Source: an optimization exercise on an open RTL-to-GDS flow (aim: small area). Production flows keep margins and buffers that such runs may drop. RTL that was checked went through simulation tests only; none was proved equivalent to the original. For runs 1, 3, 4, 7 and 8, only the layout was checked, not whether the RTL still works. Power is estimated from default activity; no workload was simulated.

## design.v

```verilog
module debounce_fsm
    # (
        parameter DEBOUNCE_COUNTER_WIDTH    = 24
    )
    (
        input   logic i_clock,
        input   logic i_reset,
        input   logic [DEBOUNCE_COUNTER_WIDTH-1 : 0] i_debounce_counter,
        input   logic i_bouncing_signal,
        output  logic o_debounced_signal
    );
    localparam W = DEBOUNCE_COUNTER_WIDTH;
    logic meta;
    logic stable;
    logic level;
    logic waiting;
    logic [W-1 : 0] count_n;
    logic [W : 0]   carry;
    logic [W-1 : 0] count_n_inc;
    localparam H = W / 2;
    always_comb begin
        carry[0] = 1'b1;
        for (int i = 0; i < W; i++) begin
            count_n_inc[i] = count_n[i] ^ carry[i];
            if (i == H - 1)
                carry[i+1] = &count_n[H-1 : 0];
            else
                carry[i+1] = count_n[i] & carry[i];
        end
    end
    always_ff @(posedge i_clock) begin
        meta    <= i_bouncing_signal;
        stable  <= meta | i_reset;
        level   <= stable & ~i_reset;
        count_n <= waiting ? count_n_inc : ~i_debounce_counter;
        if (i_reset) begin
            waiting            <= 1'b0;
            o_debounced_signal <= 1'b0;
        end else if (waiting) begin
            waiting            <= ~carry[W];
        end else begin
            waiting            <= stable ^ level;
            o_debounced_signal <= level;
        end
    end
endmodule
module zed_debouncer
    # (
        parameter SWITCH_COUNT              = 8,
        parameter BUTTON_COUNT              = 5,
        parameter DEBOUNCE_COUNTER_WIDTH    = 24
    )
    (
        input   logic i_clock,
        input   logic i_reset,
        input   logic [DEBOUNCE_COUNTER_WIDTH-1 : 0] i_switch_debounce_counter,
        input   logic [DEBOUNCE_COUNTER_WIDTH-1 : 0] i_button_debounce_counter,
        input   logic i_sw0,
        input   logic i_sw1,
        input   logic i_sw2,
        input   logic i_sw3,
        input   logic i_sw4,
        input   logic i_sw5,
        input   logic i_sw6,
        input   logic i_sw7,
        input   logic i_btnu,
        input   logic i_btnd,
        input   logic i_btnl,
        input   logic i_btnr,
        input   logic i_btnc,
        output  logic o_sw0,
        output  logic o_sw1,
        output  logic o_sw2,
        output  logic o_sw3,
        output  logic o_sw4,
        output  logic o_sw5,
        output  logic o_sw6,
        output  logic o_sw7,
        output  logic o_btnu,
        output  logic o_btnd,
        output  logic o_btnl,
        output  logic o_btnr,
        output  logic o_btnc
    );
    logic [SWITCH_COUNT-1 : 0] bouncing_switch_array;
    logic [SWITCH_COUNT-1 : 0] debounced_switch_array;
    logic [BUTTON_COUNT-1 : 0] bouncing_button_array;
    logic [BUTTON_COUNT-1 : 0] debounced_button_array;
    assign bouncing_switch_array    = {i_sw7, i_sw6, i_sw5, i_sw4, i_sw3, i_sw2, i_sw1, i_sw0};
    assign {o_sw7, o_sw6, o_sw5, o_sw4, o_sw3, o_sw2, o_sw1, o_sw0} = debounced_switch_array;
    assign bouncing_button_array    = {i_btnu, i_btnd, i_btnl, i_btnr, i_btnc};
    assign {o_btnu, o_btnd, o_btnl, o_btnr, o_btnc} = debounced_button_array;
    genvar i;
    generate
        for (i = 0; i < SWITCH_COUNT; i++) begin : switch_debounce_fsm_gen
            debounce_fsm 
            # (
                .DEBOUNCE_COUNTER_WIDTH (DEBOUNCE_COUNTER_WIDTH)
            )
            switch_debounce_fsm_inst (
                .i_clock            (i_clock),
                .i_reset            (i_reset),
                .i_debounce_counter (i_switch_debounce_counter),
                .i_bouncing_signal  (bouncing_switch_array[i]),
                .o_debounced_signal (debounced_switch_array[i])
            );
        end 
    endgenerate
    genvar j;
    generate
        for (j = 0; j < BUTTON_COUNT; j++) begin : button_debounce_fsm_gen
            debounce_fsm 
            # (
                .DEBOUNCE_COUNTER_WIDTH (DEBOUNCE_COUNTER_WIDTH)
            )
            button_debounce_fsm_inst (
                .i_clock            (i_clock),
                .i_reset            (i_reset),
                .i_debounce_counter (i_button_debounce_counter),
                .i_bouncing_signal  (bouncing_button_array[j]),
                .o_debounced_signal (debounced_button_array[j])
            );
        end 
    endgenerate
endmodule
```

## run.sh

```bash
#!/bin/bash
# synth_recipe.tcl (not shown) runs the flow's synth.tcl, then flattens the netlist and writes it again
# the make line also repeats each setting of config.mk as NAME=value (left out here)
make -C /OpenROAD-flow-scripts/flow DESIGN_CONFIG=/design/flow/config.mk WORK_HOME=/design/flow/orfs CLKGATE_MAP_FILE= SYNTH_SCRIPT=/design/flow/synth_recipe.tcl finish
```

## config.mk

```make
export PLATFORM = sky130hd
export DESIGN_NAME = zed_debouncer
export DESIGN_NICKNAME = zed_debouncer
export VERILOG_FILES = /design/flow/design.v
export SDC_FILE = /design/flow/constraint.sdc
export NUM_CORES = 4
export LEC_CHECK = 0
export CAP_MARGIN = 20
export CORE_MARGIN = 2
export CORE_UTILIZATION = 40
export CTS_BUF_LIST = sky130_fd_sc_hd__clkbuf_4 sky130_fd_sc_hd__clkbuf_8
export CTS_CLUSTER_DIAMETER = 50
export CTS_CLUSTER_SIZE = 12
export SLEW_MARGIN = 20
export SYNTH_HIERARCHICAL = 1
```

## constraint.sdc

```tcl
create_clock -name core_clock -period 5.0 [get_ports {i_clock}]
set_input_delay 1.0000 -clock core_clock [delete_from_list [all_inputs] [get_ports {i_clock}]]
set_output_delay 1.0000 -clock core_clock [all_outputs]
set_load 0.01 [all_outputs]
```

==> results.ini, run 1 <==
[finish]
n_antenna_cell = 0
drive_above_1_share_pct = 7.16
post-route-util_pct = 45.1
design_area_mm2 = 0.0175
seq_area_mm2 = 0.00755
synthToLayoutAreaGrowth_pct = 10.9
fin_nets = 1900
multi_input_area_mm2 = 0.00743
nFillCells = 3649

[place]
gp_congestion = 0.743
post-dp-hpwl_um = 19800
place_area_mm2 = 0.0165
port_buffers = 75

[sta]
tns_ns = 0
clock_skew_ns = 0.0315
setup_viol = 0
rsz0062_at_grt = no
finalCritPeriodShare_pct = 64.5
fmax_mhz = 310
min_period_ns = 3.23
relSlewSlack_pct = 46.1
worst_pin_slew_ns = 0.806
timing.final.hold_violations = 0
final-max-slew-violation-count = 0

[drt]
vias = 9980
ant_nets = 0
dr.pass1.iters = 4
wl_per_cell_um = 14.0
post_drt_via_cell_ratio = 4.76
routed_wl_um = 29300
drcViolationCount = 0
drt_iter0_drc = 346

[worst_setup_path]
end_kind = flop
path_buf_inv = 0
path_delay_family = adder cells
worstPathCellList = ha_1, nand3_1, nor3_1, ha_1, ha_1, ha_1, ha_1, ha_1, ha_1, ha_1, ha_1, ha_1, ha_1, ha_1, ha_1, nand2_1, o21ai_0
r2r_setup_slack_ns = 1.77
crit_required_ns = 5.47
worstSetupPathType = flop to flop
cp-start-kind = flop
critPathArrivalTime_ns = 3.70
crit_slowest_cell = dfxtp_1
path_max_fanout = 2
r2r.worst_path.cells = 17
cpMostUsedCell = ha_1
path_depth = 17
slowest_delay_ns = 0.32

[logic_synthesis]
synth-seq-area-share_pct = 47.7
synth.most_common_cell = dfxtp_1
syn_area_mm2 = 0.0158
synth.top_cells.by_count = dfxtp_1, ha_1, nand2_1
syn_nets = 1831
synthDominantCellAreaShare_pct = 47.7
synth_edf_count = 0
yosys-top-cells-area = dfxtp_1, ha_1, o21ai_0
synth_top_area_cell = dfxtp_1
syn_inst = 1482
yosys_warnings = 7
yosys.cell_types.count = 22
synth_flop_cell = dfxtp_1
synthArstFlopShare_pct = 0
ys_ff_latch = 377
avgSynthCellArea_um2 = 10.7

[grt]
gr-usage-all-layers_pct = 14.8
grt_max_degree = 49
antenna_found_initial = 0
grt_pass1_vias = 9561
grt_pass1_wl_um = 48400
grt_overflow = 0

[outcome]
outcome = finished clean

[cts]
clockBufferDepth = 3
tritoncts = built
clk_pin_slew_ns = 0.08
cts.hold.buffers_added = 0
cts-root-buf = clkbuf_8
clkSinkCount = 377
cts_resized = 0
cts_setup_buffers = 0
numCtsBuffers = 43
insertion_delay_ns = 0.62
htreeDepth = 2

[die]
dieArea_mm2 = 0.0411
ios = 76
fp-row-count = 72
die_width_um = 203
die_h_um = 203
start_util_pct = 40.7
core_mm2 = 0.0388

[power]
p_leak_nw = 8.03
powerDensity_mw_per_mm2 = 385
peakVddDrop_uv = 199
total_power_mw = 6.75

[min_path]
hold_path_class = flop to flop

[job]
drv_cap = 0

## flip-flops by register name (all words and copies together) (netlist names), 8 cells and up, named ones only
signal and count:
button_debounce_fsm_gen.button_debounce_fsm_inst.count_n 120, switch_debounce_fsm_gen.switch_debounce_fsm_inst.count_n 192, switch_debounce_fsm_gen.switch_debounce_fsm_inst.level 8, switch_debounce_fsm_gen.switch_debounce_fsm_inst.meta 8, switch_debounce_fsm_gen.switch_debounce_fsm_inst.stable 8, switch_debounce_fsm_gen.switch_debounce_fsm_inst.waiting 8
## worst min path at each step
| stage | start | endpoint | slack [ns] | cells after the start |
|---|---|---|---|---|
| after floorplan | flop | flop | 0.39 | 1 |
| after global placement | flop | flop | 0.40 | 1 |
| after detailed placement | flop | flop | 0.40 | 1 |
| after CTS | flop | flop | 0.40 | 1 |
| after global routing | flop | flop | 0.41 | 1 |
| final | flop | flop | 0.40 | 1 |
## stage by stage
step                hold slack, ns  std cells  worst slack (ns)
finish                       0.398       2096              1.77
global route                 0.408       2096              1.57
CTS                          0.399       2096              1.74
detailed placement           0.399       2024              1.78
global placement             0.396       2024              1.81
floorplan                    0.389       1482              2.03
## kinds of logic after synthesis
logic type	count (synthesis)	share of synthesized area, %
adder cells (fa/ha/maj)	286	22.6
AND/OR/NAND/NOR	364	9.67
AO/OA/AOI/OAI	299	9.98
multiplexers	52	3.29
buffers and inverters	78	5.25
flip-flops	377	47.7
XOR/XNOR	26	1.44
## routing by layer
metal  up-vias  share of wire [%]  global-route usage [%]
met1      4544                 49                    19.5
met3        45                3.8                    2.87
li1       5269                  -                       -
met2       122                 45                    24.2
met5         -                  0                       0
met4         0                2.3                    5.21
## power breakdown
part | switching (mW) | internal, mW
logic | 0.422 | 0.343
registers | 0.168 | 3.38
clock network | 1.13 | 1.30
## cells in the final DEF (no fill, tap or decap)
master	instances
a21oi_1	13
buf_2	1
buf_4	14
bufinv_16	7
clkbuf_4	6
clkbuf_8	48
clkdlybuf4s50_1	74
clkinv_2	5
clkinv_8	1
clkinvlp_4	2
dfxtp_1	377
ha_1	286
inv_1	13
inv_6	3
mux2i_1	52
nand2_1	273
nand3_1	13
nand4_1	26
nor2_1	13
nor2b_1	13
nor3_1	13
o21a_1	13
o21ai_0	247
o21ai_1	13
o21ai_2	13
or2_2	13
xnor2_1	13
xor2_1	13
## layout make-up
cell class                      count  area share, %
Clock buffer                       54           4.03
Multi-Input combinational cell   1027           42.4
Timing Repair Buffer               89           4.85
Inverter                           13          0.278
Clock inverter                     18           1.67
Sequential cell                   377           43.1
Tap cell                          518           3.70
==> run 2, diff against run 1 <==
--- a/design.v
+++ b/design.v
@@ -19,3 +19,2 @@
     logic [W-1 : 0] count_n_inc;
-    localparam H = W / 2;
     always_comb begin
@@ -24,6 +23,3 @@
             count_n_inc[i] = count_n[i] ^ carry[i];
-            if (i == H - 1)
-                carry[i+1] = &count_n[H-1 : 0];
-            else
-                carry[i+1] = count_n[i] & carry[i];
+            carry[i+1]     = count_n[i] & carry[i];
         end
--- a/config.mk
+++ b/config.mk
@@ -10,6 +10,2 @@
 export CORE_UTILIZATION = 40
-export CTS_BUF_LIST = sky130_fd_sc_hd__clkbuf_4 sky130_fd_sc_hd__clkbuf_8
-export CTS_CLUSTER_DIAMETER = 50
-export CTS_CLUSTER_SIZE = 12
 export SLEW_MARGIN = 20
-export SYNTH_HIERARCHICAL = 1
==> results.ini, run 2 <==
[logic_synthesis]
yosys.area_share.simple_pct = 6.63  ; -3.0 points
synthArstFlopShare_pct = 0  ; unchanged
syn_inst = 1441  ; -2.8%
synth_xor_area_share_pct = 0.736  ; -0.70 points
yosys_warnings = 1  ; -6
yosys.area_share.adder_pct = 24.2  ; +1.6 points
synth_compound_area_share_pct = 8.08  ; -1.9 points
synthDominantCellAreaShare_pct = 48.8  ; +1.1 points
synth_flop_cell = dfxtp_1
syn_nets = 1803  ; -1.5%
synth_mux_area_share_pct = 6.99  ; +3.7 points
synth-seq-area-share_pct = 48.8  ; +1.1 points
yosys.cell_types.count = 17  ; -23%
syn_area_mm2 = 0.0155  ; -2.2%
synth_top_area_cell = dfxtp_1
synth.most_common_cell = dfxtp_1
synth_edf_count = 0  ; unchanged
avgSynthCellArea_um2 = 10.7  ; +0.59%
yosys-top-cells-area = dfxtp_1, ha_1, mux2i_1
ys_ff_latch = 377  ; unchanged
synth.top_cells.by_count = dfxtp_1, ha_1, nand2_1
synth_top_family_by_area = adder cells

[finish]
drive_above_1_share_pct = 16.0  ; +8.8 points
reg_top3 = switch_debounce_fsm_gen.switch_debounce_fsm_inst.count_n: 192 flops, button_debounce_fsm_gen.button_debounce_fsm_inst.count_n: 120 flops
n_antenna_cell = 0  ; unchanged
largest_register_ffs = 192  ; unchanged
layout_commonest_cell = dfxtp_1
post-route-util_pct = 48.1  ; +2.9 points
regMostFlops = switch_debounce_fsm_gen.switch_debounce_fsm_inst.count_n
nFillCells = 3569  ; -2.2%
layout_common_cells = dfxtp_1, nand2_1, o21ai_0
synthToLayoutAreaGrowth_pct = 19.3
fin_nets = 1872  ; -1.5%

[die]
fp-row-count = 72  ; unchanged
die_width_um = 201  ; -1.1%
ios = 76  ; unchanged
die_h_um = 201  ; -1.1%
core_mm2 = 0.0384  ; -1.2%
dieArea_mm2 = 0.0402  ; -2.1%
start_util_pct = 40.3  ; -0.43 points

[grt]
grt_max_degree = 53  ; +8.2%
grt_pass1_wl_um = 45300  ; -6.5%
antenna_found_initial = 0  ; unchanged
gr-usage-all-layers_pct = 13.9  ; -0.89 points
grt_pass1_vias = 9144  ; -4.4%
grt_overflow = 0  ; unchanged

[place]
gp_congestion = 0.701  ; -5.6%
port_buffers = 75  ; unchanged
dp_slack_ns = -0.308  ; -2.09 ns
post-dp-hpwl_um = 18400  ; -7.1%

[sta]
fmax_mhz = 206  ; -34%
relSlewSlack_pct = 52.4  ; +6.2 points
timing.final.hold_violations = 0  ; unchanged
setup_slack_ns = 0.138  ; -1.64 ns
final-max-slew-violation-count = 0  ; unchanged
holdWs_ns = 0.402  ; +0.00374 ns
setup_viol = 0  ; unchanged
clock_skew_ns = 0.0219  ; -0.00962 ns
finalCritPeriodShare_pct = 97.2  ; +33 points
worst_pin_slew_ns = 0.714  ; -0.0919 ns
min_period_ns = 4.86  ; +1.64 ns

[cts]
cts-root-buf = clkbuf_16
cts.hold.buffers_added = 0  ; unchanged
clk_pin_slew_ns = 0.06  ; -0.02 ns
insertion_delay_ns = 0.55  ; -0.07 ns
numCtsBuffers = 41  ; -4.7%
htreeDepth = 2  ; unchanged
clkSinkCount = 377  ; unchanged
clockBufferDepth = 3  ; unchanged
tritoncts = built

[job]
drv_cap = 0  ; unchanged

[worst_setup_path]
critPathArrivalTime_ns = 5.35  ; +1.65 ns
crit_required_ns = 5.49  ; +0.02 ns
worstSetupPathType = flop to flop
end_kind = flop
cp-start-kind = flop
path_max_fanout = 2  ; unchanged

[drt]
drcViolationCount = 0  ; unchanged
post_drt_via_cell_ratio = 4.62  ; -2.9%
routed_wl_um = 27300  ; -6.8%
drt_iter0_drc = 313  ; -9.5%
dr.pass1.iters = 4  ; unchanged
wl_per_cell_um = 13.3  ; -4.9%
ant_nets = 0  ; unchanged
vias = 9496  ; -4.8%

[power]
p_leak_nw = 8.38  ; +4.3%
peakVddDrop_uv = 228  ; +15%
powerDensity_mw_per_mm2 = 398  ; +3.3%

[min_path]
hold_path_class = flop to flop

[outcome]
outcome = finished clean

## run 2: what timing repair did
| item | in CTS | in global routing |
|---|---|---|
| setup endpoints to repair | 29 | 27 |
| resized for setup | 86 | 100 |
| setup buffers | 0 | 0 |
| pin swaps | 7 | 14 |
## run 2: worst max-delay path, stage by stage, from the launching register on
cell and delay [ns]:
dfxtp_2 0.32, ha_1 0.20, ha_2 0.18, ha_1 0.19, ha_1 0.20, ha_2 0.18, ha_2 0.17, ha_2 0.18
ha_2 0.18, ha_1 0.19, ha_2 0.19, ha_4 0.17, ha_4 0.15, ha_2 0.17, ha_2 0.18, ha_2 0.18
ha_2 0.17, ha_1 0.19, ha_2 0.18, ha_2 0.18, ha_1 0.19, ha_1 0.20, ha_2 0.18, ha_2 0.19
a21oi_2 0.17, o21a_1 0.14
## run 2: where the power goes
part	internal [mW]	switching, mW
Clock	1.83	1.16
Sequential	3.40	0.144
Combinational	0.381	0.428
Total	5.61	1.74
## run 2: cell families (layout without fill, tap and decap cells)
| kind of cell | Yosys count | count (layout) |
|---|---|---|
| flops | 377 | 377 |
| fa+ha+maj | 299 | 299 |
| simple gates | 256 | 256 |
| compound gates | 243 | 243 |
| buf+inv | 145 | 240 |
| mux | 108 | 108 |
| xor+xnor | 13 | 13 |
## run 2: per-layer routing
| layer | vias to the layer above | GRT usage (%) | wire, um |
|---|---|---|---|
| met4 | 0 | 4.58 | 520 |
| met3 | 36 | 3.10 | 1290 |
| li1 | 5021 | - | - |
| met5 | - | 0 | 0 |
| met2 | 114 | 22.9 | 12200 |
| met1 | 4325 | 18.1 | 13300 |
## run 2: cell type report
cell class | instances | area, um2 | area share [%]
well taps | 518 | 648 | 3.51
inverters | 82 | 308 | 1.67
repair buffers | 89 | 851 | 4.61
multi-input cells | 919 | 7730 | 41.9
clock buffers | 58 | 1210 | 6.56
flip-flops and latches | 377 | 7560 | 41.0
clock inverters | 11 | 146 | 0.793
## run 2: path summary, 6_finish.rpt
check	start	to	slack, ns	depth (start not counted)
worst max register to register	flop	flop	0.14	25
worst min-delay path	flop	flop	0.40	1
worst min register to register	flop	flop	0.40	1
worst max-delay path	flop	flop	0.14	25
## run 2: metrics by stage
step / std cells / setup TNS (ns) / area, um2 / power [mW]
2_1_floorplan: 1441 / 0 / 15500 / 4.15
6_report: 2054 / 0 / 18500 / 7.35
3_5_place_dp: 1985 / -3.53 / 16600 / 4.38
5_1_grt: 2054 / -0.0217 / 18500 / 7.78
4_1_cts: 2054 / 0 / 18200 / 7.44
3_3_place_gp: 1985 / -2.70 / 16600 / 4.32
==> run 3, diff against run 2 <==
--- a/design.v
+++ b/design.v
@@ -19,2 +19,3 @@
     logic [W-1 : 0] count_n_inc;
+    localparam H = W / 2;
     always_comb begin
@@ -23,3 +24,6 @@
             count_n_inc[i] = count_n[i] ^ carry[i];
-            carry[i+1]     = count_n[i] & carry[i];
+            if (i == H - 1)
+                carry[i+1] = &count_n[H-1 : 0];
+            else
+                carry[i+1] = count_n[i] & carry[i];
         end
==> flow/run.sh (new file) <==
#!/bin/bash
# Layout flow: the standard ORFS flow with smaller port buffers and a
# clock tree built without dummy loads. Each tool's output goes to its own
# log file in the work folder.
set -euo pipefail
cat >> config.mk <<'EOC'
export BUFFER_PORTS_ARGS = -buffer_cell sky130_fd_sc_hd__buf_1
export CTS_ARGS = -sink_clustering_enable -repair_clock_nets -sink_clustering_size 30 -sink_clustering_max_diameter 80 -buf_list {sky130_fd_sc_hd__clkbuf_8 sky130_fd_sc_hd__clkbuf_16} -dont_use_dummy_load
EOC
bash standard.sh synth > synth.log 2>&1
bash standard.sh floorplan > floorplan.log 2>&1
bash standard.sh place > place.log 2>&1
bash standard.sh cts > cts.log 2>&1
bash standard.sh route > route.log 2>&1
bash standard.sh finish > finish.log 2>&1
==> standard.sh (new file) <==
#!/bin/bash
# synth_recipe.tcl (not shown) runs the flow's synth.tcl, then flattens the netlist and writes it again
# the make line also repeats each setting of config.mk as NAME=value (left out here)
make -C /OpenROAD-flow-scripts/flow DESIGN_CONFIG=/design/flow/config.mk WORK_HOME=/design/flow/orfs CLKGATE_MAP_FILE= SYNTH_SCRIPT=/design/flow/synth_recipe.tcl "${@:-finish}"
--- a/config.mk
+++ b/config.mk
@@ -9,3 +9,7 @@
 export CORE_MARGIN = 2
-export CORE_UTILIZATION = 40
+export CORE_UTILIZATION = 65
+export PLACE_DENSITY = 0.75
 export SLEW_MARGIN = 20
+export SYNTH_HIERARCHICAL = 1
+export BUFFER_PORTS_ARGS = -buffer_cell sky130_fd_sc_hd__buf_1
+export CTS_ARGS = -sink_clustering_enable -repair_clock_nets -sink_clustering_size 30 -sink_clustering_max_diameter 80 -buf_list {sky130_fd_sc_hd__clkbuf_8 sky130_fd_sc_hd__clkbuf_16} -dont_use_dummy_load
removed: run.sh
==> results.ini, run 3 <==
[outcome]
outcome = finished clean

[min_path]
hold_path_class = flop to flop

[grt]
grt_pass1_vias = 9066  ; -0.85%
grt_overflow = 0  ; unchanged
antenna_found_initial = 0  ; unchanged
grt_pass1_wl_um = 44700  ; -1.4%
grt_max_degree = 53  ; unchanged
gr-usage-all-layers_pct = 21.5  ; +7.6 points

[finish]
multi_input_area_mm2 = 0.00743  ; -3.8%
largest_register_ffs = 192  ; unchanged
reg_top3 = switch_debounce_fsm_gen.switch_debounce_fsm_inst.count_n: 192 flops, button_debounce_fsm_gen.button_debounce_fsm_inst.count_n: 120 flops
layout_common_cells = dfxtp_1, ha_1, nand2_1
layout_commonest_cell = dfxtp_1
seq_area_mm2 = 0.00755  ; -0.20%
fin_nets = 1873  ; +0.053%
synthToLayoutAreaGrowth_pct = 2.61
regMostFlops = switch_debounce_fsm_gen.switch_debounce_fsm_inst.count_n
nFillCells = 1934  ; -46%
drive_above_1_share_pct = 3.75  ; -12 points
finalNonFillerCells = 1846  ; -10%
n_antenna_cell = 0  ; unchanged

[logic_synthesis]
synth_top_area_cell = dfxtp_1
synthArstFlopShare_pct = 0  ; unchanged
ys_ff_latch = 377  ; unchanged
yosys-top-cells-area = dfxtp_1, ha_1, o21ai_0
avgSynthCellArea_um2 = 10.7  ; -0.59%
synth_edf_count = 0  ; unchanged
synth_flop_cell = dfxtp_1
synth.top_cells.by_count = dfxtp_1, ha_1, nand2_1
syn_inst = 1482  ; +2.8%
synthDominantCellAreaShare_pct = 47.7  ; -1.1 points
syn_nets = 1831  ; +1.6%
synth-seq-area-share_pct = 47.7  ; -1.1 points
yosys.cell_types.count = 22  ; +5
yosys_warnings = 7  ; +6
syn_area_mm2 = 0.0158  ; +2.2%
synth.most_common_cell = dfxtp_1

[sta]
rsz0062_at_grt = no
tns_ns = 0  ; unchanged
min_period_ns = 3.26  ; -1.60 ns
clock_skew_ns = 0.0322  ; +0.0104 ns
worst_pin_slew_ns = 0.801  ; +0.0877 ns
fmax_mhz = 307  ; +49%
finalCritPeriodShare_pct = 65.2  ; -32 points
relSlewSlack_pct = 46.6  ; -5.8 points
final-max-slew-violation-count = 0  ; unchanged
timing.final.hold_violations = 0  ; unchanged
setup_viol = 0  ; unchanged

[cts]
clkSinkCount = 377  ; unchanged
tritoncts = built
numCtsBuffers = 16  ; -61%
clk_pin_slew_ns = 0.11  ; +0.05 ns
cts_setup_buffers = 0  ; unchanged
cts.hold.buffers_added = 0  ; unchanged
insertion_delay_ns = 0.51  ; -0.04 ns
htreeDepth = 1  ; -1
clockBufferDepth = 3  ; unchanged
cts-root-buf = clkbuf_16
cts_resized = 0  ; -100%

[die]
core_mm2 = 0.0241  ; -37%
die_h_um = 160  ; -20%
dieArea_mm2 = 0.0256  ; -36%
start_util_pct = 65.6  ; +25 points
fp-row-count = 57  ; -21%
die_width_um = 160  ; -20%
ios = 76  ; unchanged

[power]
powerDensity_mw_per_mm2 = 353  ; -11%
power_switching_share_pct = 25.5  ; +1.9 points
clock_power_share_pct = 25.3  ; -15 points
p_sw_mw = 1.46  ; -16%
peakVddDrop_uv = 198  ; -13%
power_frac_seq_pct = 62.0  ; +14 points
intPower_mw = 4.27  ; -24%
p_leak_nw = 7.52  ; -10%
power.share.combinational_pct = 12.7  ; +1.7 points

[drt]
drcViolationCount = 0  ; unchanged
wl_per_cell_um = 14.8  ; +11%
maxUsedRoutingLayer = met4
ant_nets = 0  ; unchanged
drt_iter0_drc = 622  ; +99%
wirelength_met1_um = 13800  ; +3.9%
routed_wl_um = 27300  ; +0.21%
route.met3.wl_um = 835  ; -35%
post_drt_via_cell_ratio = 5.30  ; +15%
vias = 9793  ; +3.1%
met2_length_um = 12300  ; +0.64%
dr.pass1.iters = 5  ; +1

[job]
drv_cap = 0  ; unchanged

[worst_setup_path]
crit_required_ns = 5.46  ; -0.03 ns
cp-start-kind = flop
path_max_fanout = 2  ; unchanged
worstSetupPathType = flop to flop
end_kind = flop
critPathArrivalTime_ns = 3.72  ; -1.63 ns

[place]
dp_cells = 1830  ; -7.8%
port_buffers = 75  ; unchanged
post-dp-hpwl_um = 18700  ; +1.3%
gp_congestion = 0.777  ; +11%

## run 3: critical path, stage by stage (launching register included)
cell and delay, ns:
dfxtp_1 0.33, ha_1 0.20, nand3_1 0.09, nor3_1 0.06
ha_1 0.19, ha_1 0.20, ha_1 0.19, ha_1 0.21
ha_1 0.19, ha_1 0.18, ha_1 0.18, ha_1 0.18
ha_1 0.18, ha_1 0.18, ha_1 0.18, ha_1 0.19
a21oi_1 0.16, o21a_1 0.13
## run 3: routing by layer
metal | GRT usage (%) | up-vias
met2 | 36.0 | 118
met4 | 4.63 | 0
met5 | 0 | -
li1 | - | 5194
met1 | 30.3 | 4451
met3 | 2.29 | 30
## run 3: logic make-up (layout without fill, tap and decap cells)
logic type | Yosys count | count (layout) | share of synthesized area, %
xor+xnor | 26 | 26 | 1.44
simple gates | 364 | 364 | 9.67
flops | 377 | 377 | 47.7
mux | 52 | 52 | 3.29
buf+inv | 78 | 118 | 5.25
compound gates | 299 | 299 | 9.98
fa+ha+maj | 286 | 286 | 22.6
## run 3: power groups by stage
| stage | clock network [mW] | registers (mW) | logic, mW |
|---|---|---|---|
| 6_report | 1.45 | 3.56 | 0.729 |
| 5_1_grt | 1.60 | 3.60 | 0.871 |
| 4_1_cts | 1.49 | 3.56 | 0.740 |
| 3_5_place_dp | 0 | 3.63 | 0.731 |
| 3_3_place_gp | 0 | 3.61 | 0.690 |
| 2_1_floorplan | 0 | 3.58 | 0.639 |
## run 3: through the flow
stage	power (mW)	utilization, %	hold WS [ns]	instance area, um2	worst slack [ns]
finish	5.73	67.3	0.419	16200	1.74
global route	6.07	67.3	0.433	16200	1.53
CTS	5.79	67.3	0.419	16200	1.73
detailed placement	4.36	65.6	0.393	15800	1.77
global placement	4.30	65.6	0.394	15800	1.80
floorplan	4.22	-	0.389	15800	2.03
## run 3: cell type report
cell class / instances / area share [%]
Sequential cell: 377 / 46.5
Multi-Input combinational cell: 1027 / 45.8
Tap cell: 324 / 2.50
Clock buffer: 16 / 2.47
Timing Repair Buffer: 89 / 2.39
Inverter: 13 / 0.301
## run 3: worst paths after layout
path | end | from | slack (ns) | cells past startpoint
worst max-delay path | flop | flop | 1.74 | 17
worst min-delay path | flop | flop | 0.42 | 1
worst max register to register | flop | flop | 1.74 | 17
worst min register to register | flop | flop | 0.42 | 1
==> run 4, diff against run 3 <==
--- a/design.v
+++ b/design.v
@@ -19,3 +19,3 @@
     logic [W-1 : 0] count_n_inc;
-    localparam H = W / 2;
+    localparam H = 8;
     always_comb begin
==> results.ini, run 4 <==
[logic_synthesis]
synth.top_cells.by_count = dfxtp_1, ha_1, nand2_1
yosys_warnings = 7  ; unchanged
synthArstFlopShare_pct = 0  ; unchanged
syn_area_mm2 = 0.0157  ; -0.62%
synth_flop_cell = dfxtp_1
avgSynthCellArea_um2 = 10.7  ; +0.26%
ys_ff_latch = 377  ; unchanged
synth.most_common_cell = dfxtp_1
syn_inst = 1469  ; -0.88%
yosys-top-cells-area = dfxtp_1, ha_1, o21ai_0
yosys.cell_types.count = 21  ; -4.5%
synth_top_area_cell = dfxtp_1
synthDominantCellAreaShare_pct = 48.0  ; +0.30 points
synth_edf_count = 0  ; unchanged
synth-seq-area-share_pct = 48.0  ; +0.30 points
syn_nets = 1818  ; -0.71%

[grt]
grt_pass1_wl_um = 41900  ; -6.1%
grt_max_degree = 53  ; unchanged
antenna_found_initial = 0  ; unchanged
grt_pass1_vias = 8858  ; -2.3%
gr-usage-all-layers_pct = 19.7  ; -1.8 points
grt_overflow = 0  ; unchanged

[sta]
final-max-slew-violation-count = 0  ; unchanged
setup_slack_ns = 1.06  ; -0.682 ns
finalCritPeriodShare_pct = 78.8  ; +14 points
min_period_ns = 3.94  ; +0.682 ns
tns_ns = 0  ; unchanged
relSlewSlack_pct = 55.0  ; +8.4 points
fmax_mhz = 254  ; -17%
worst_pin_slew_ns = 0.675  ; -0.126 ns
clock_skew_ns = 0.0207  ; -0.0115 ns
rsz0062_at_grt = no
timing.final.hold_violations = 0  ; unchanged
setup_viol = 0  ; unchanged

[drt]
post_drt_via_cell_ratio = 5.19  ; -2.1%
dr.pass1.iters = 5  ; unchanged
ant_nets = 0  ; unchanged
routed_wl_um = 24600  ; -9.9%
drcViolationCount = 0  ; unchanged
vias = 9495  ; -3.0%
wl_per_cell_um = 13.5  ; -9.0%
drt_iter0_drc = 470  ; -24%

[die]
fp-row-count = 56  ; -1.8%
ios = 76  ; unchanged
die_h_um = 159  ; -0.30%
dieArea_mm2 = 0.0254  ; -0.61%
start_util_pct = 66.5  ; +0.96 points
die_width_um = 159  ; -0.30%
core_mm2 = 0.0236  ; -2.0%

[cts]
insertion_delay_ns = 0.51  ; about the same
tritoncts = built
cts_resized = 0  ; unchanged
htreeDepth = 1  ; unchanged
clkSinkCount = 377  ; unchanged
cts.hold.buffers_added = 0  ; unchanged
numCtsBuffers = 16  ; unchanged
cts-root-buf = clkbuf_16
clockBufferDepth = 3  ; unchanged
clk_pin_slew_ns = 0.11  ; about the same
cts_setup_buffers = 0  ; unchanged

[finish]
post-route-util_pct = 68.3  ; +0.97 points
synthToLayoutAreaGrowth_pct = 2.59  ; about the same
design_area_mm2 = 0.0161  ; -0.64%
drive_above_1_share_pct = 3.78  ; +0.032 points
layout_common_cells = dfxtp_1, ha_1, nand2_1
reg_top3 = switch_debounce_fsm_gen.switch_debounce_fsm_inst.count_n: 192 flops, button_debounce_fsm_gen.button_debounce_fsm_inst.count_n: 120 flops
fin_nets = 1860  ; -0.69%
layout_commonest_cell = dfxtp_1
n_antenna_cell = 0  ; unchanged
largest_register_ffs = 192  ; unchanged
regMostFlops = switch_debounce_fsm_gen.switch_debounce_fsm_inst.count_n

[power]
power_frac_seq_pct = 62.0  ; about the same
p_leak_nw = 7.52  ; about the same
power_switching_share_pct = 25.1  ; -0.40 points
p_sw_mw = 1.43  ; -2.1%
total_power_mw = 5.70  ; -0.60%
power.share.combinational_pct = 12.6  ; about the same
clock_power_share_pct = 25.4  ; about the same
powerDensity_mw_per_mm2 = 354  ; about the same
peakVddDrop_uv = 259  ; +31%
intPower_mw = 4.27  ; about the same

[place]
post-dp-hpwl_um = 17200  ; -8.0%
dp_slack_ns = 1.06  ; -0.712 ns
port_buffers = 75  ; unchanged
place_area_mm2 = 0.0157  ; -0.66%
gp_congestion = 0.740  ; -4.7%

[worst_setup_path]
path_max_fanout = 2  ; unchanged
worstPathCellList = ha_1, nand4_1, nor2_1, ha_1, ha_1, ha_1, ha_1, ha_1, ha_1, ha_1, ha_1, ha_1, ha_1, ha_1, ha_1, ha_1, ha_1, ha_1, ha_1, nand2_1, o21ai_0
cp-start-kind = flop
crit_required_ns = 5.39  ; -0.07 ns
worstSetupPathType = flop to flop
r2r.worst_path.cells = 21  ; +4
critPathArrivalTime_ns = 4.33  ; +0.61 ns
end_kind = flop
crit_slowest_cell = dfxtp_1
slowest_delay_ns = 0.32  ; about the same
cpMostUsedCell = ha_1
r2r_setup_slack_ns = 1.06  ; -0.68 ns

[min_path]
hold_depth = 1  ; unchanged
hold_path_class = flop to flop

[job]
drv_cap = 0  ; unchanged

[outcome]
outcome = finished clean

-- run 4: how the worst max path moves through the flow --
stage                     endpoint  slack [ns]  from  depth (start not counted)
after global routing          flop        0.80  flop                         21
after floorplan               flop        1.34  flop                         21
final                         flop        1.06  flop                         21
after global placement        flop        1.10  flop                         21
after CTS                     flop        1.02  flop                         21
after detailed placement      flop        1.06  flop                         21
-- run 4: layer usage --
layer  up-vias  routed length (um)  global-route usage (%)
met5         -                   0                       0
met4         0                 309                    4.01
met3        21                 590                    2.14
met2        79               11200                    33.7
met1      4290               12500                    27.1
li1       5105                   -                       -
-- run 4: power by group through the flow --
stage / clock network [mW] / registers [mW] / logic [mW]
finish: 1.45 / 3.53 / 0.719
global route: 1.60 / 3.57 / 0.869
CTS: 1.50 / 3.54 / 0.733
detailed placement: 0 / 3.61 / 0.725
global placement: 0 / 3.59 / 0.687
floorplan: 0 / 3.57 / 0.638
-- run 4: cells by family (layout without fill, tap and decap cells) --
logic type,Yosys count,in the layout,synth area share (%)
compound gates,299,299,10.0
mux,52,52,3.31
simple gates,351,351,9.11
flops,377,377,48.0
buf+inv,78,118,5.28
xor+xnor,26,26,1.45
fa+ha+maj,286,286,22.8
-- run 4: per-stage QoR --
stage	hold slack, ns	std cells
floorplan	0.389	1469
global placement	0.391	1812
detailed placement	0.394	1812
CTS	0.417	1828
global route	0.431	1828
finish	0.414	1828
-- run 4: worst max-delay path: cells and delay by family (launching register included) --
| family | cells | cell delay, ns |
|---|---|---|
| flops | 1 | 0.32 |
| simple gates | 3 | 0.20 |
| fa+ha+maj | 17 | 3.22 |
| compound gates | 1 | 0.07 |
-- run 4: cell type report --
class / count / area, um2
multi-input combinational: 1014 / 7340
inverter: 13 / 48.8
clock buffer: 16 / 400
sequential: 377 / 7550
timing repair buffer: 89 / 388
tap: 319 / 399
fill: 1896 / 7490
==> run 5, diff against run 4 <==
--- a/design.v
+++ b/design.v
@@ -19,3 +19,3 @@
     logic [W-1 : 0] count_n_inc;
-    localparam H = 8;
+    localparam H = 4;
     always_comb begin
==> results.ini, run 5 <==
[finish]
finalNonFillerCells = 1767  ; -3.3%
seq_area_mm2 = 0.00755  ; about the same
n_antenna_cell = 0  ; unchanged
drive_above_1_share_pct = 4.12  ; +0.34 points
synthToLayoutAreaGrowth_pct = 5.04
post-route-util_pct = 70.0  ; +1.7 points
layout_common_cells = dfxtp_1, nand2_1, ha_1
regMostFlops = switch_debounce_fsm_gen.switch_debounce_fsm_inst.count_n
multi_input_area_mm2 = 0.00720  ; -1.8%
fin_nets = 1833  ; -1.5%
largest_register_ffs = 192  ; unchanged
reg_top3 = switch_debounce_fsm_gen.switch_debounce_fsm_inst.count_n: 192 flops, button_debounce_fsm_gen.button_debounce_fsm_inst.count_n: 120 flops
nFillCells = 1713  ; -9.7%
layout_commonest_cell = dfxtp_1

[die]
die_width_um = 157  ; -1.8%
core_mm2 = 0.0227  ; -3.8%
ios = 76  ; unchanged
dieArea_mm2 = 0.0245  ; -3.6%
start_util_pct = 66.6  ; +0.069 points
die_h_um = 157  ; -1.8%
fp-row-count = 55  ; -1.8%

[logic_synthesis]
ys_ff_latch = 377  ; unchanged
synth-seq-area-share_pct = 49.9  ; +1.9 points
yosys_warnings = 7  ; unchanged
syn_inst = 1443  ; -1.8%
yosys.cell_types.count = 18  ; -14%
yosys.area_share.adder_pct = 23.7  ; +0.88 points
synth_top_family_by_area = adder cells
synth_flop_cell = dfxtp_1
synth_top_area_cell = dfxtp_1
synth.most_common_cell = dfxtp_1
synth_xor_area_share_pct = 1.51  ; +0.056 points
synth_edf_count = 0  ; unchanged
yosys-top-cells-area = dfxtp_1, ha_1, o21ai_0
syn_nets = 1792  ; -1.4%
synthArstFlopShare_pct = 0  ; unchanged
yosys.area_share.simple_pct = 9.03  ; -0.077 points
syn_area_mm2 = 0.0151  ; -3.7%
avgSynthCellArea_um2 = 10.5  ; -2.0%
synth.top_cells.by_count = dfxtp_1, ha_1, nand2_1
synthDominantCellAreaShare_pct = 49.9  ; +1.9 points
synth_compound_area_share_pct = 10.5  ; +0.50 points
synth_mux_area_share_pct = 2.58  ; -0.73 points

[sta]
holdWs_ns = 0.414  ; -0.000590 ns
fmax_mhz = 208  ; -18%
timing.final.hold_violations = 0  ; unchanged
tns_ns = 0  ; unchanged
min_period_ns = 4.80  ; +0.855 ns
relSlewSlack_pct = 33.7  ; -21 points
worst_pin_slew_ns = 0.995  ; +0.320 ns
setup_slack_ns = 0.204  ; -0.855 ns
clock_skew_ns = 0.0318  ; +0.0111 ns
setup_viol = 0  ; unchanged
finalCritPeriodShare_pct = 95.9  ; +17 points
final-max-slew-violation-count = 0  ; unchanged

[worst_setup_path]
end_kind = flop
crit_required_ns = 5.38  ; about the same
cpMostUsedCell = ha_1
critPathArrivalTime_ns = 5.17  ; +0.84 ns
r2r.worst_path.cells = 24  ; +14%
path_depth = 24  ; +14%
slowest_delay_ns = 0.32  ; about the same
path_max_fanout = 2  ; unchanged
worstSetupPathType = flop to flop
cp-start-kind = flop
path_buf_inv = 0  ; unchanged
path_delay_family = adder cells
crit_slowest_cell = dfxtp_1
worstPathCellList = ha_1, and3_1, ha_1, ha_1, ha_1, ha_1, ha_1, ha_1, ha_1, ha_1, ha_1, ha_1, ha_1, ha_1, ha_1, ha_1, ha_1, ha_1, ha_1, ha_2, ha_1, ha_1, nand2_1, o21ai_1

[cts]
cts_setup_buffers = 0  ; unchanged
clk_pin_slew_ns = 0.10  ; about the same
insertion_delay_ns = 0.51  ; about the same
cts-root-buf = clkbuf_16
clkSinkCount = 377  ; unchanged
htreeDepth = 1  ; unchanged
tritoncts = built
numCtsBuffers = 16  ; unchanged
clockBufferDepth = 3  ; unchanged

[min_path]
hold_depth = 1  ; unchanged
hold_path_class = flop to flop

[drt]
vias = 9429  ; -0.70%
drt_iter0_drc = 575  ; +22%
wl_per_cell_um = 14.0  ; +4.0%
drcViolationCount = 0  ; unchanged
post_drt_via_cell_ratio = 5.34  ; +2.7%
ant_nets = 0  ; unchanged
dr.pass1.iters = 5  ; unchanged
routed_wl_um = 24800  ; +0.53%

[grt]
grt_pass1_wl_um = 40800  ; -2.6%
gr-usage-all-layers_pct = 20.5  ; +0.78 points
antenna_found_initial = 0  ; unchanged
grt_max_degree = 53  ; unchanged
grt_pass1_vias = 8585  ; -3.1%
grt_overflow = 0  ; unchanged

[place]
gp_congestion = 0.713  ; -3.6%
dp_slack_ns = 0.197  ; -0.865 ns
port_buffers = 75  ; unchanged
post-dp-hpwl_um = 17100  ; -0.31%
dp_cells = 1751  ; -3.4%

[power]
peakVddDrop_uv = 276  ; +6.6%
p_leak_nw = 7.45  ; -0.93%
powerDensity_mw_per_mm2 = 358  ; +1.2%

[job]
drv_cap = 0  ; unchanged

[outcome]
outcome = finished clean

==> run 5: what timing repair did <==
item                                    CTS  global route
gates resized for setup                   0            18
hold buffers                              0             0
endpoints found under the setup margin    0            13
==> run 5: cell type report <==
cell class,instances,share of cell area (%)
clock buffers,16,2.52
well taps,285,2.24
repair buffers,88,2.39
flip-flops and latches,377,47.5
multi-input cells,1001,45.3
==> run 5: logic make-up (layout without fill, tap and decap cells) <==
family	count (synthesis)	after routing
DFF	377	377
and+or+nand+nor	338	338
AOI/OAI and AO/OA	312	312
adders and majority gates	286	286
buffers and inverters	65	104
muxes	39	39
xor gates and xnor gates	26	26
==> run 5: stage by stage <==
stage	power (mW)	cell area (um2)
6_report	5.68	15900
5_1_grt	6.00	15900
4_1_cts	5.74	15800
3_5_place_dp	4.31	15400
3_3_place_gp	4.25	15400
2_1_floorplan	4.13	15100
==> run 5: path summary, 6_finish.rpt <==
kind	endpoint	start	slack, ns
worst max-delay path	flop	flop	0.20
worst min-delay path	flop	flop	0.41
worst max register to register	flop	flop	0.20
worst min register to register	flop	flop	0.41
==> run 5: per-layer routing <==
| metal | vias to the layer above | track usage [%] | wire, um | part of all wire [%] |
|---|---|---|---|---|
| li1 | 5017 | - | - | - |
| met1 | 4272 | 28.9 | 12500 | 50 |
| met2 | 119 | 34.1 | 11100 | 45 |
| met3 | 21 | 2.94 | 883 | 3.6 |
| met4 | 0 | 3.45 | 352 | 1.4 |
| met5 | - | 0 | 0 | 0 |
==> run 5: power breakdown <==
part | leakage [nW] | internal [mW] | switching [mW] | total, mW
sequential | 3.17 | 3.39 | 0.150 | 3.54
combinational | 4.08 | 0.302 | 0.398 | 0.700
clock | 0.197 | 0.581 | 0.865 | 1.45
total | 7.45 | 4.27 | 1.41 | 5.68
==> run 6, diff against run 5 <==
--- a/config.mk
+++ b/config.mk
@@ -9,4 +9,4 @@
 export CORE_MARGIN = 2
-export CORE_UTILIZATION = 65
-export PLACE_DENSITY = 0.75
+export CORE_UTILIZATION = 75
+export PLACE_DENSITY = 0.9
 export SLEW_MARGIN = 20
==> results.ini, run 6 <==
[outcome]
outcome = finished clean

[logic_synthesis]
yosys.area_share.simple_pct = 9.03  ; unchanged
synth.top_cells.by_count = dfxtp_1, ha_1, nand2_1
synth_flop_cell = dfxtp_1
yosys_warnings = 7  ; unchanged
synthArstFlopShare_pct = 0  ; unchanged
synth_compound_area_share_pct = 10.5  ; unchanged
synth_xor_area_share_pct = 1.51  ; unchanged
syn_inst = 1443  ; unchanged
avgSynthCellArea_um2 = 10.5  ; unchanged
ys_ff_latch = 377  ; unchanged
synthDominantCellAreaShare_pct = 49.9  ; unchanged
synth_mux_area_share_pct = 2.58  ; unchanged
synth-seq-area-share_pct = 49.9  ; unchanged
yosys-top-cells-area = dfxtp_1, ha_1, o21ai_0
syn_nets = 1792  ; unchanged
yosys.cell_types.count = 18  ; unchanged
synth.most_common_cell = dfxtp_1
synth_edf_count = 0  ; unchanged
syn_area_mm2 = 0.0151  ; unchanged
synth_top_family_by_area = adder cells
synth_top_area_cell = dfxtp_1
yosys.area_share.adder_pct = 23.7  ; unchanged

[cts]
htreeDepth = 1  ; unchanged
insertion_delay_ns = 0.51  ; about the same
numCtsBuffers = 16  ; unchanged
clockBufferDepth = 3  ; unchanged
tritoncts = built
clkSinkCount = 377  ; unchanged
clk_pin_slew_ns = 0.11  ; about the same
cts-root-buf = clkbuf_16
cts_setup_buffers = 0  ; unchanged

[die]
core_mm2 = 0.0197  ; -13%
start_util_pct = 77.0  ; +10 points
ios = 76  ; unchanged
fp-row-count = 51  ; -7.3%
die_width_um = 146  ; -6.7%
die_h_um = 146  ; -6.7%
dieArea_mm2 = 0.0213  ; -13%

[sta]
setup_viol = 0  ; unchanged
relSlewSlack_pct = 25.5  ; -8.1 points
finalCritPeriodShare_pct = 96.8  ; +0.91 points
worst_pin_slew_ns = 1.12  ; +0.122 ns
min_period_ns = 4.84  ; +0.0455 ns
final-max-slew-violation-count = 0  ; unchanged
timing.final.hold_violations = 0  ; unchanged
clock_skew_ns = 0.0251  ; -0.00671 ns
fmax_mhz = 207  ; -0.94%

[grt]
antenna_found_initial = 1  ; +1
grt_pass1_vias = 9824  ; +14%
grt_overflow = 0  ; unchanged
gr-usage-all-layers_pct = 25.5  ; +5.1 points
grt_max_degree = 53  ; unchanged
grt_pass1_wl_um = 45200  ; +11%

[finish]
fin_nets = 1833  ; unchanged
reg_top3 = switch_debounce_fsm_gen.switch_debounce_fsm_inst.count_n: 192 flops, button_debounce_fsm_gen.button_debounce_fsm_inst.count_n: 120 flops
design_area_mm2 = 0.0159  ; about the same
nFillCells = 1164  ; -32%
regMostFlops = switch_debounce_fsm_gen.switch_debounce_fsm_inst.count_n
multi_input_area_mm2 = 0.00723  ; +0.42%
largest_register_ffs = 192  ; unchanged
n_antenna_cell = 0  ; unchanged
synthToLayoutAreaGrowth_pct = 5.06  ; about the same
layout_common_cells = dfxtp_1, nand2_1, ha_1
drive_above_1_share_pct = 4.72  ; +0.61 points
seq_area_mm2 = 0.00755  ; about the same
layout_commonest_cell = dfxtp_1

[power]
total_power_mw = 5.72  ; +0.71%
peakVddDrop_uv = 304  ; +10%
p_leak_nw = 7.44  ; -0.16%
powerDensity_mw_per_mm2 = 360  ; +0.69%

[drt]
drcViolationCount = 0  ; unchanged
drt_iter0_drc = 670  ; +17%
routed_wl_um = 27100  ; +9.2%
dr.pass1.iters = 5  ; unchanged
wl_per_cell_um = 15.5  ; +10%
ant_nets = 0  ; unchanged
post_drt_via_cell_ratio = 5.71  ; +7.1%
vias = 9981  ; +5.9%

[min_path]
hold_path_class = flop to flop
hold_depth = 1  ; unchanged

[worst_setup_path]
crit_required_ns = 5.39  ; about the same
end_kind = flop
path_max_fanout = 2  ; unchanged
critPathArrivalTime_ns = 5.23  ; +0.06 ns
worstSetupPathType = flop to flop
cp-start-kind = flop
r2r_setup_slack_ns = 0.16  ; -0.05 ns
r2r.worst_path.cells = 24  ; unchanged

[job]
drv_cap = 0  ; unchanged

[place]
gp_congestion = 0.764  ; +7.1%
place_area_mm2 = 0.0154  ; -0.16%
post-dp-hpwl_um = 18600  ; +8.4%
port_buffers = 75  ; unchanged

-- run 6: per-stage QoR --
step	utilization (%)	std cells	hold slack, ns	TNS [ns]	worst slack (ns)
finish	80.9	1747	0.417	0	0.158
global route	80.9	1747	0.437	-0.0349	-0.0151
CTS	80.5	1747	0.418	0	0.0854
detailed placement	78.4	1731	0.392	0	0.157
global placement	78.4	1731	0.391	0	0.284
floorplan	-	1443	0.389	0	0.652
-- run 6: repair_timing --
| item | CTS | global route |
|---|---|---|
| endpoints found under the setup margin | 0 | 19 |
| resized for setup | 0 | 27 |
| hold buffers | 0 | 0 |
-- run 6: cells by family (layout without fill, tap and decap cells) --
group | Yosys count | after routing
mux | 39 | 39
simple gates | 338 | 338
flops | 377 | 377
buf+inv | 65 | 104
xor+xnor | 26 | 26
fa+ha+maj | 286 | 286
compound gates | 312 | 312
-- run 6: layout make-up --
class / count / share of cell area [%]
multi-input cells: 1001 / 45.5
flip-flops and latches: 377 / 47.5
repair buffers: 88 / 2.39
well taps: 265 / 2.09
clock buffers: 16 / 2.52
-- run 6: worst max-delay path by stage --
stage	from	end	slack (ns)	cells after the start
2_1_floorplan	flop	flop	0.65	24
3_3_place_gp	flop	flop	0.28	24
3_5_place_dp	flop	flop	0.16	24
4_1_cts	flop	flop	0.09	24
5_1_grt	flop	flop	-0.02	24
6_report	flop	flop	0.16	24
-- run 6: where the power goes --
part	total, mW	internal, mW	switching [mW]
Combinational	0.734	0.309	0.425
Sequential	3.55	3.39	0.163
Clock	1.44	0.581	0.858
Total	5.72	4.28	1.45
-- run 6: metal layers --
| metal | GRT usage (%) | vias to the layer above | part of all wire (%) |
|---|---|---|---|
| met5 | 0 | - | 0.048 |
| met4 | 7.38 | 2 | 2.2 |
| met3 | 3.31 | 45 | 4.0 |
| met2 | 45.1 | 193 | 49 |
| met1 | 33.0 | 4720 | 45 |
| li1 | - | 5021 | - |
-- run 6: critical path, stage by stage, from the launching register on --
cell	delay, ns
dfxtp_1	0.33
ha_1	0.18
and3_1	0.17
ha_1	0.20
ha_1	0.22
ha_1	0.19
ha_1	0.18
ha_1	0.18
ha_1	0.18
ha_1	0.18
ha_1	0.18
ha_1	0.18
ha_1	0.19
ha_1	0.19
ha_1	0.18
ha_1	0.18
ha_1	0.18
ha_1	0.18
ha_1	0.18
ha_2	0.20
ha_1	0.21
ha_1	0.21
ha_1	0.28
nand2_1	0.10
o21ai_1	0.08
==> run 7, diff against run 6 <==
--- a/design.v
+++ b/design.v
@@ -19,3 +19,3 @@
     logic [W-1 : 0] count_n_inc;
-    localparam H = 4;
+    localparam H = W / 2;
     always_comb begin
--- a/flow/run.sh
+++ b/flow/run.sh
@@ -7,3 +7,3 @@
 export BUFFER_PORTS_ARGS = -buffer_cell sky130_fd_sc_hd__buf_1
-export CTS_ARGS = -sink_clustering_enable -repair_clock_nets -sink_clustering_size 30 -sink_clustering_max_diameter 80 -buf_list {sky130_fd_sc_hd__clkbuf_8 sky130_fd_sc_hd__clkbuf_16} -dont_use_dummy_load
+export CTS_ARGS = -sink_clustering_enable -repair_clock_nets -sink_clustering_size 24 -sink_clustering_max_diameter 80 -buf_list {sky130_fd_sc_hd__clkbuf_8 sky130_fd_sc_hd__clkbuf_16} -dont_use_dummy_load
 EOC
==> config.mk (replaced) <==
export PLATFORM = sky130hd
export DESIGN_NAME = zed_debouncer
export DESIGN_NICKNAME = zed_debouncer
export VERILOG_FILES = /design/flow/design.v
export SDC_FILE = /design/flow/constraint.sdc
export NUM_CORES = 4
export LEC_CHECK = 0
export CAP_MARGIN = 20
export CORE_MARGIN = 2
export CORE_UTILIZATION = 65
export PLACE_DENSITY = 0.75
export SLEW_MARGIN = 20
export SYNTH_HIERARCHICAL = 1
export BUFFER_PORTS_ARGS = -buffer_cell sky130_fd_sc_hd__buf_1
export CTS_ARGS = -sink_clustering_enable -repair_clock_nets -sink_clustering_size 24 -sink_clustering_max_diameter 80 -buf_list {sky130_fd_sc_hd__clkbuf_8 sky130_fd_sc_hd__clkbuf_16} -dont_use_dummy_load
==> results.ini, run 7 <==
[outcome]
outcome = finished clean

[cts]
cts_setup_buffers = 0  ; unchanged
tritoncts = built
clk_pin_slew_ns = 0.09  ; -0.02 ns
clkSinkCount = 377  ; unchanged
insertion_delay_ns = 0.51  ; about the same
clockBufferDepth = 3  ; unchanged
cts.hold.buffers_added = 0  ; unchanged
cts-root-buf = clkbuf_16
numCtsBuffers = 19  ; +3
htreeDepth = 1  ; unchanged
cts_resized = 0  ; unchanged

[worst_setup_path]
crit_required_ns = 5.38  ; about the same
cp-start-kind = flop
worstSetupPathType = flop to flop
path_max_fanout = 2  ; unchanged
end_kind = flop
critPathArrivalTime_ns = 3.63  ; -1.60 ns

[logic_synthesis]
synth_compound_area_share_pct = 9.98  ; -0.56 points
synthArstFlopShare_pct = 0  ; unchanged
synth.most_common_cell = dfxtp_1
synthDominantCellAreaShare_pct = 47.7  ; -2.2 points
syn_area_mm2 = 0.0158  ; +4.5%
yosys.cell_types.count = 22  ; +4
synth.top_cells.by_count = dfxtp_1, ha_1, nand2_1
ys_ff_latch = 377  ; unchanged
yosys.area_share.simple_pct = 9.67  ; +0.64 points
synth_top_family_by_area = adder cells
avgSynthCellArea_um2 = 10.7  ; +1.8%
synth-seq-area-share_pct = 47.7  ; -2.2 points
syn_nets = 1831  ; +2.2%
synth_flop_cell = dfxtp_1
yosys-top-cells-area = dfxtp_1, ha_1, o21ai_0
yosys.area_share.adder_pct = 22.6  ; -1.0 points
synth_edf_count = 0  ; unchanged
synth_mux_area_share_pct = 3.29  ; +0.71 points
syn_inst = 1482  ; +2.7%
yosys_warnings = 7  ; unchanged
synth_xor_area_share_pct = 1.44  ; -0.065 points
synth_top_area_cell = dfxtp_1

[power]
powerDensity_mw_per_mm2 = 360  ; -0.13%
power_frac_seq_pct = 60.7  ; -1.3 points
power.share.combinational_pct = 12.5  ; -0.3 points
power_switching_share_pct = 25.4  ; +0.15 points
peakVddDrop_uv = 248  ; -18%
p_sw_mw = 1.49  ; +3.0%
clock_power_share_pct = 26.9  ; +1.8 points
p_leak_nw = 7.56  ; +1.5%
intPower_mw = 4.37  ; +2.2%

[finish]
fin_nets = 1876  ; +2.3%
n_antenna_cell = 0  ; unchanged
largest_register_ffs = 192  ; unchanged
layout_common_cells = dfxtp_1, ha_1, nand2_1
layout_commonest_cell = dfxtp_1
regMostFlops = switch_debounce_fsm_gen.switch_debounce_fsm_inst.count_n
synthToLayoutAreaGrowth_pct = 3.09
drive_above_1_share_pct = 3.93  ; -0.79 points
reg_top3 = switch_debounce_fsm_gen.switch_debounce_fsm_inst.count_n: 192 flops, button_debounce_fsm_gen.button_debounce_fsm_inst.count_n: 120 flops

[drt]
post_drt_via_cell_ratio = 5.31  ; -7.0%
drcViolationCount = 0  ; unchanged
wl_per_cell_um = 14.8  ; -4.3%
ant_nets = 0  ; unchanged
drt_iter0_drc = 618  ; -7.8%
routed_wl_um = 27400  ; +1.3%
vias = 9823  ; -1.6%
dr.pass1.iters = 5  ; unchanged

[grt]
grt_overflow = 0  ; unchanged
gr-usage-all-layers_pct = 21.7  ; -3.9 points
grt_max_degree = 53  ; unchanged
antenna_found_initial = 0  ; -1
grt_pass1_vias = 9137  ; -7.0%
grt_pass1_wl_um = 45200  ; about the same

[die]
ios = 76  ; unchanged
die_width_um = 160  ; +9.5%
core_mm2 = 0.0241  ; +23%
die_h_um = 160  ; +9.5%
start_util_pct = 65.6  ; -11 points
dieArea_mm2 = 0.0256  ; +20%
fp-row-count = 57  ; +12%

[sta]
fmax_mhz = 307  ; +49%
timing.final.hold_violations = 0  ; unchanged
setup_viol = 0  ; unchanged
finalCritPeriodShare_pct = 65.1  ; -32 points
worst_pin_slew_ns = 0.807  ; -0.310 ns
clock_skew_ns = 0.0214  ; -0.00367 ns
tns_ns = 0  ; unchanged
relSlewSlack_pct = 46.2  ; +21 points
min_period_ns = 3.25  ; -1.59 ns
setup_slack_ns = 1.75  ; +1.59 ns
final-max-slew-violation-count = 0  ; unchanged
rsz0062_at_grt = no

[place]
port_buffers = 75  ; unchanged
dp_slack_ns = 1.77  ; +1.62 ns
post-dp-hpwl_um = 18700  ; +0.64%
gp_congestion = 0.777  ; +1.7%

[job]
drv_cap = 0  ; unchanged

[min_path]
hold_path_class = flop to flop

-- run 7: through the flow --
step           util [%]  area [um2]  hold WS (ns)  power, mW  std cells
6_report           67.6       16300         0.413       5.86       1849
2_1_floorplan         -       15800         0.389       4.22       1482
3_3_place_gp       65.6       15800         0.394       4.30       1830
3_5_place_dp       65.6       15800         0.393       4.36       1830
4_1_cts            67.6       16300         0.413       5.92       1849
5_1_grt            67.6       16300         0.427       6.21       1849
-- run 7: cells by family after synthesis --
| group | count (synthesis) |
|---|---|
| mux | 52 |
| xor+xnor | 26 |
| buf+inv | 78 |
| flops | 377 |
| fa+ha+maj | 286 |
| simple gates | 364 |
| compound gates | 299 |
-- run 7: cell type report --
type | count | area (um2)
Clock buffer | 19 | 475
Fill cell | 1919 | 7810
Inverter | 13 | 48.8
Multi-Input combinational cell | 1027 | 7430
Sequential cell | 377 | 7550
Tap cell | 324 | 405
Timing Repair Buffer | 89 | 388
-- run 7: path summary, 6_finish.rpt --
check / end / slack (ns) / depth (start not counted)
max: flop / 1.75 / 17
min: flop / 0.41 / 1
max reg2reg: flop / 1.75 / 17
min reg2reg: flop / 0.41 / 1
-- run 7: layer usage --
layer | vias up | track usage [%] | part of all wire [%]
met2 | 111 | 36.3 | 45
met3 | 27 | 2.49 | 3.3
met5 | - | 0 | 0
li1 | 5207 | - | -
met1 | 4478 | 30.5 | 50
met4 | 0 | 4.34 | 1.2
-- run 7: critical path, stage by stage, from the launching register on --
cell and delay (ns):
dfxtp_1 0.32, ha_1 0.21, nand3_1 0.09, nor3_1 0.09, ha_1 0.19, ha_1 0.17, ha_1 0.18, ha_1 0.18
ha_1 0.18, ha_1 0.18, ha_1 0.18, ha_1 0.18, ha_1 0.18, ha_1 0.18, ha_1 0.18, ha_1 0.27
nand2_1 0.07, o21ai_0 0.10
-- run 7: power by group through the flow --
stage          combinational [mW]  sequential (mW)  clock (mW)
6_report                    0.730             3.56        1.58
2_1_floorplan               0.639             3.58           0
4_1_cts                     0.741             3.56        1.62
3_3_place_gp                0.690             3.61           0
5_1_grt                     0.871             3.60        1.74
3_5_place_dp                0.731             3.63           0
==> run 8, diff against run 7 <==
--- a/flow/run.sh
+++ b/flow/run.sh
@@ -7,3 +7,3 @@
 export BUFFER_PORTS_ARGS = -buffer_cell sky130_fd_sc_hd__buf_1
-export CTS_ARGS = -sink_clustering_enable -repair_clock_nets -sink_clustering_size 24 -sink_clustering_max_diameter 80 -buf_list {sky130_fd_sc_hd__clkbuf_8 sky130_fd_sc_hd__clkbuf_16} -dont_use_dummy_load
+export CTS_ARGS = -sink_clustering_enable -repair_clock_nets -sink_clustering_size 20 -sink_clustering_max_diameter 60 -buf_list {sky130_fd_sc_hd__clkbuf_8} -dont_use_dummy_load
 EOC
--- a/config.mk
+++ b/config.mk
@@ -14,2 +14,2 @@
 export BUFFER_PORTS_ARGS = -buffer_cell sky130_fd_sc_hd__buf_1
-export CTS_ARGS = -sink_clustering_enable -repair_clock_nets -sink_clustering_size 24 -sink_clustering_max_diameter 80 -buf_list {sky130_fd_sc_hd__clkbuf_8 sky130_fd_sc_hd__clkbuf_16} -dont_use_dummy_load
+export CTS_ARGS = -sink_clustering_enable -repair_clock_nets -sink_clustering_size 20 -sink_clustering_max_diameter 60 -buf_list {sky130_fd_sc_hd__clkbuf_8} -dont_use_dummy_load
==> results.ini, run 8 <==
[cts]
clockBufferDepth = 3  ; unchanged
cts_resized = 0  ; unchanged
clk_pin_slew_ns = 0.12  ; +0.03 ns
clkSinkCount = 377  ; unchanged
cts_setup_buffers = 0  ; unchanged
htreeDepth = 1  ; unchanged
cts-root-buf = clkbuf_8
numCtsBuffers = 29  ; +10
cts.hold.buffers_added = 0  ; unchanged
tritoncts = built
insertion_delay_ns = 0.59  ; +0.08 ns

[grt]
grt_pass1_vias = 9096  ; -0.45%
grt_pass1_wl_um = 44700  ; -0.99%
grt_overflow = 0  ; unchanged
antenna_found_initial = 0  ; unchanged
grt_max_degree = 53  ; unchanged
gr-usage-all-layers_pct = 21.5  ; -0.20 points

[drt]
drcViolationCount = 0  ; unchanged
routed_wl_um = 27200  ; -0.81%
dr.pass1.iters = 4  ; -1
drt_iter0_drc = 640  ; +3.6%
ant_nets = 0  ; unchanged
wl_per_cell_um = 14.6  ; -1.3%
vias = 9814  ; -0.092%
post_drt_via_cell_ratio = 5.28  ; -0.63%

[finish]
synthToLayoutAreaGrowth_pct = 2.60
layout_common_cells = dfxtp_1, ha_1, nand2_1
seq_area_mm2 = 0.00755  ; unchanged
nFillCells = 1942  ; +1.2%
n_antenna_cell = 0  ; unchanged
regMostFlops = switch_debounce_fsm_gen.switch_debounce_fsm_inst.count_n
reg_top3 = switch_debounce_fsm_gen.switch_debounce_fsm_inst.count_n: 192 flops, button_debounce_fsm_gen.button_debounce_fsm_inst.count_n: 120 flops
largest_register_ffs = 192  ; unchanged
layout_commonest_cell = dfxtp_1
drive_above_1_share_pct = 4.56  ; +0.63 points
multi_input_area_mm2 = 0.00743  ; unchanged
fin_nets = 1886  ; +0.53%

[worst_setup_path]
cpMostUsedCell = ha_1
cp-start-kind = flop
slowest_delay_ns = 0.32  ; about the same
worstPathCellList = ha_1, nand3_1, nor3_1, ha_1, ha_1, ha_1, ha_1, ha_1, ha_1, ha_1, ha_1, ha_1, ha_1, ha_1, ha_1, nand2_1, o21ai_0
critPathArrivalTime_ns = 3.70  ; +0.07 ns
r2r.worst_path.cells = 17  ; unchanged
crit_required_ns = 5.44  ; +0.06 ns
r2r_setup_slack_ns = 1.74  ; about the same
worstSetupPathType = flop to flop
crit_slowest_cell = dfxtp_1
path_max_fanout = 2  ; unchanged
end_kind = flop

[die]
die_width_um = 160  ; unchanged
fp-row-count = 57  ; unchanged
ios = 76  ; unchanged
start_util_pct = 65.6  ; unchanged
core_mm2 = 0.0241  ; unchanged
die_h_um = 160  ; unchanged
dieArea_mm2 = 0.0256  ; unchanged

[logic_synthesis]
synth_flop_cell = dfxtp_1
syn_area_mm2 = 0.0158  ; unchanged
synthArstFlopShare_pct = 0  ; unchanged
yosys.cell_types.count = 22  ; unchanged
synth_top_area_cell = dfxtp_1
synth-seq-area-share_pct = 47.7  ; unchanged
ys_ff_latch = 377  ; unchanged
yosys_warnings = 7  ; unchanged
synthDominantCellAreaShare_pct = 47.7  ; unchanged
synth.most_common_cell = dfxtp_1
syn_inst = 1482  ; unchanged
synth.top_cells.by_count = dfxtp_1, ha_1, nand2_1
avgSynthCellArea_um2 = 10.7  ; unchanged
synth_edf_count = 0  ; unchanged
yosys-top-cells-area = dfxtp_1, ha_1, o21ai_0
syn_nets = 1831  ; unchanged

[sta]
final-max-slew-violation-count = 0  ; unchanged
timing.final.hold_violations = 0  ; unchanged
worst_pin_slew_ns = 0.794  ; -0.0134 ns
setup_viol = 0  ; unchanged
setup_slack_ns = 1.74  ; -0.00207 ns
tns_ns = 0  ; unchanged
rsz0062_at_grt = no
clock_skew_ns = 0.0519  ; +0.0305 ns
relSlewSlack_pct = 47.1  ; +0.89 points
fmax_mhz = 307  ; about the same
min_period_ns = 3.26  ; +0.00207 ns
finalCritPeriodShare_pct = 65.1  ; about the same

[outcome]
outcome = finished clean

[place]
post-dp-hpwl_um = 18700  ; unchanged
dp_slack_ns = 1.77  ; unchanged
port_buffers = 75  ; unchanged
gp_congestion = 0.777  ; unchanged

[job]
drv_cap = 0  ; unchanged

[power]
peakVddDrop_uv = 268  ; +8.1%
p_leak_nw = 7.53  ; -0.34%
powerDensity_mw_per_mm2 = 351  ; -2.5%

[min_path]
hold_path_class = flop to flop

==> run 8: cell types whose count changed in the layout (fill, tap and decap cells not counted), sizes merged <==
cell	previous run	this run
clkbuf	20	30
==> run 8: metrics by stage <==
| step | power (mW) | instances | cell area [um2] | hold WS [ns] | util [%] |
|---|---|---|---|---|---|
| 6_report | 5.69 | 1859 | 16200 | 0.388 | 67.3 |
| 5_1_grt | 6.05 | 1859 | 16200 | 0.415 | 67.3 |
| 4_1_cts | 5.76 | 1859 | 16200 | 0.401 | 67.3 |
| 3_5_place_dp | 4.36 | 1830 | 15800 | 0.393 | 65.6 |
| 3_3_place_gp | 4.30 | 1830 | 15800 | 0.394 | 65.6 |
| 2_1_floorplan | 4.22 | 1482 | 15800 | 0.389 | - |
==> run 8: cell families after synthesis <==
group | Yosys count | share of synthesized area (%)
flops | 377 | 47.7
simple gates | 364 | 9.67
compound gates | 299 | 9.98
fa+ha+maj | 286 | 22.6
buf+inv | 78 | 5.25
mux | 52 | 3.29
xor+xnor | 26 | 1.44
==> run 8: worst max-delay path: cells and delay by family (launching register included) <==
kind                       cells  cell delay, ns
adders and majority gates     13            2.49
DFF                            1            0.32
and+or+nand+nor                3            0.23
AOI/OAI and AO/OA              1            0.07
==> run 8: report_power, final <==
| part | total, mW | leakage (nW) | internal, mW | switching [mW] |
|---|---|---|---|---|
| sequential | 3.55 | 3.17 | 3.38 | 0.171 |
| combinational | 0.726 | 4.15 | 0.304 | 0.422 |
| clock | 1.41 | 0.209 | 0.518 | 0.889 |
| total | 5.69 | 7.53 | 4.21 | 1.48 |
==> run 8: layer usage <==
metal | vias to the layer above | GRT usage, % | part of all wire (%)
met5 | - | 0 | 0
met4 | 0 | 4.46 | 1.5
met3 | 34 | 2.73 | 3.5
met2 | 125 | 35.6 | 45
met1 | 4435 | 30.3 | 50
li1 | 5220 | - | -
==> run 8: final cells by class <==
type                       count  area share, %
clock buffer                  29           2.46
inverter                      13          0.301
multi-input combinational   1027           45.8
sequential                   377           46.5
tap                          324           2.50
timing repair buffer          89           2.39
==> run 8: worst min-delay path by stage <==
stage | from | endpoint | slack [ns] | depth (start not counted)
after floorplan | flop | flop | 0.39 | 1
after global placement | flop | flop | 0.39 | 1
after detailed placement | flop | flop | 0.39 | 1
after CTS | flop | flop | 0.40 | 1
after global routing | flop | flop | 0.41 | 1
final | flop | flop | 0.39 | 1

Check on run 8: ideal ports give 1.744 ns setup slack; a clkbuf_16 on the clock port and buf_2 on the inputs give 1.744 ns; moving port delays by the midpoint clock arrival (0.611 ns) as well gives 1.744 ns.
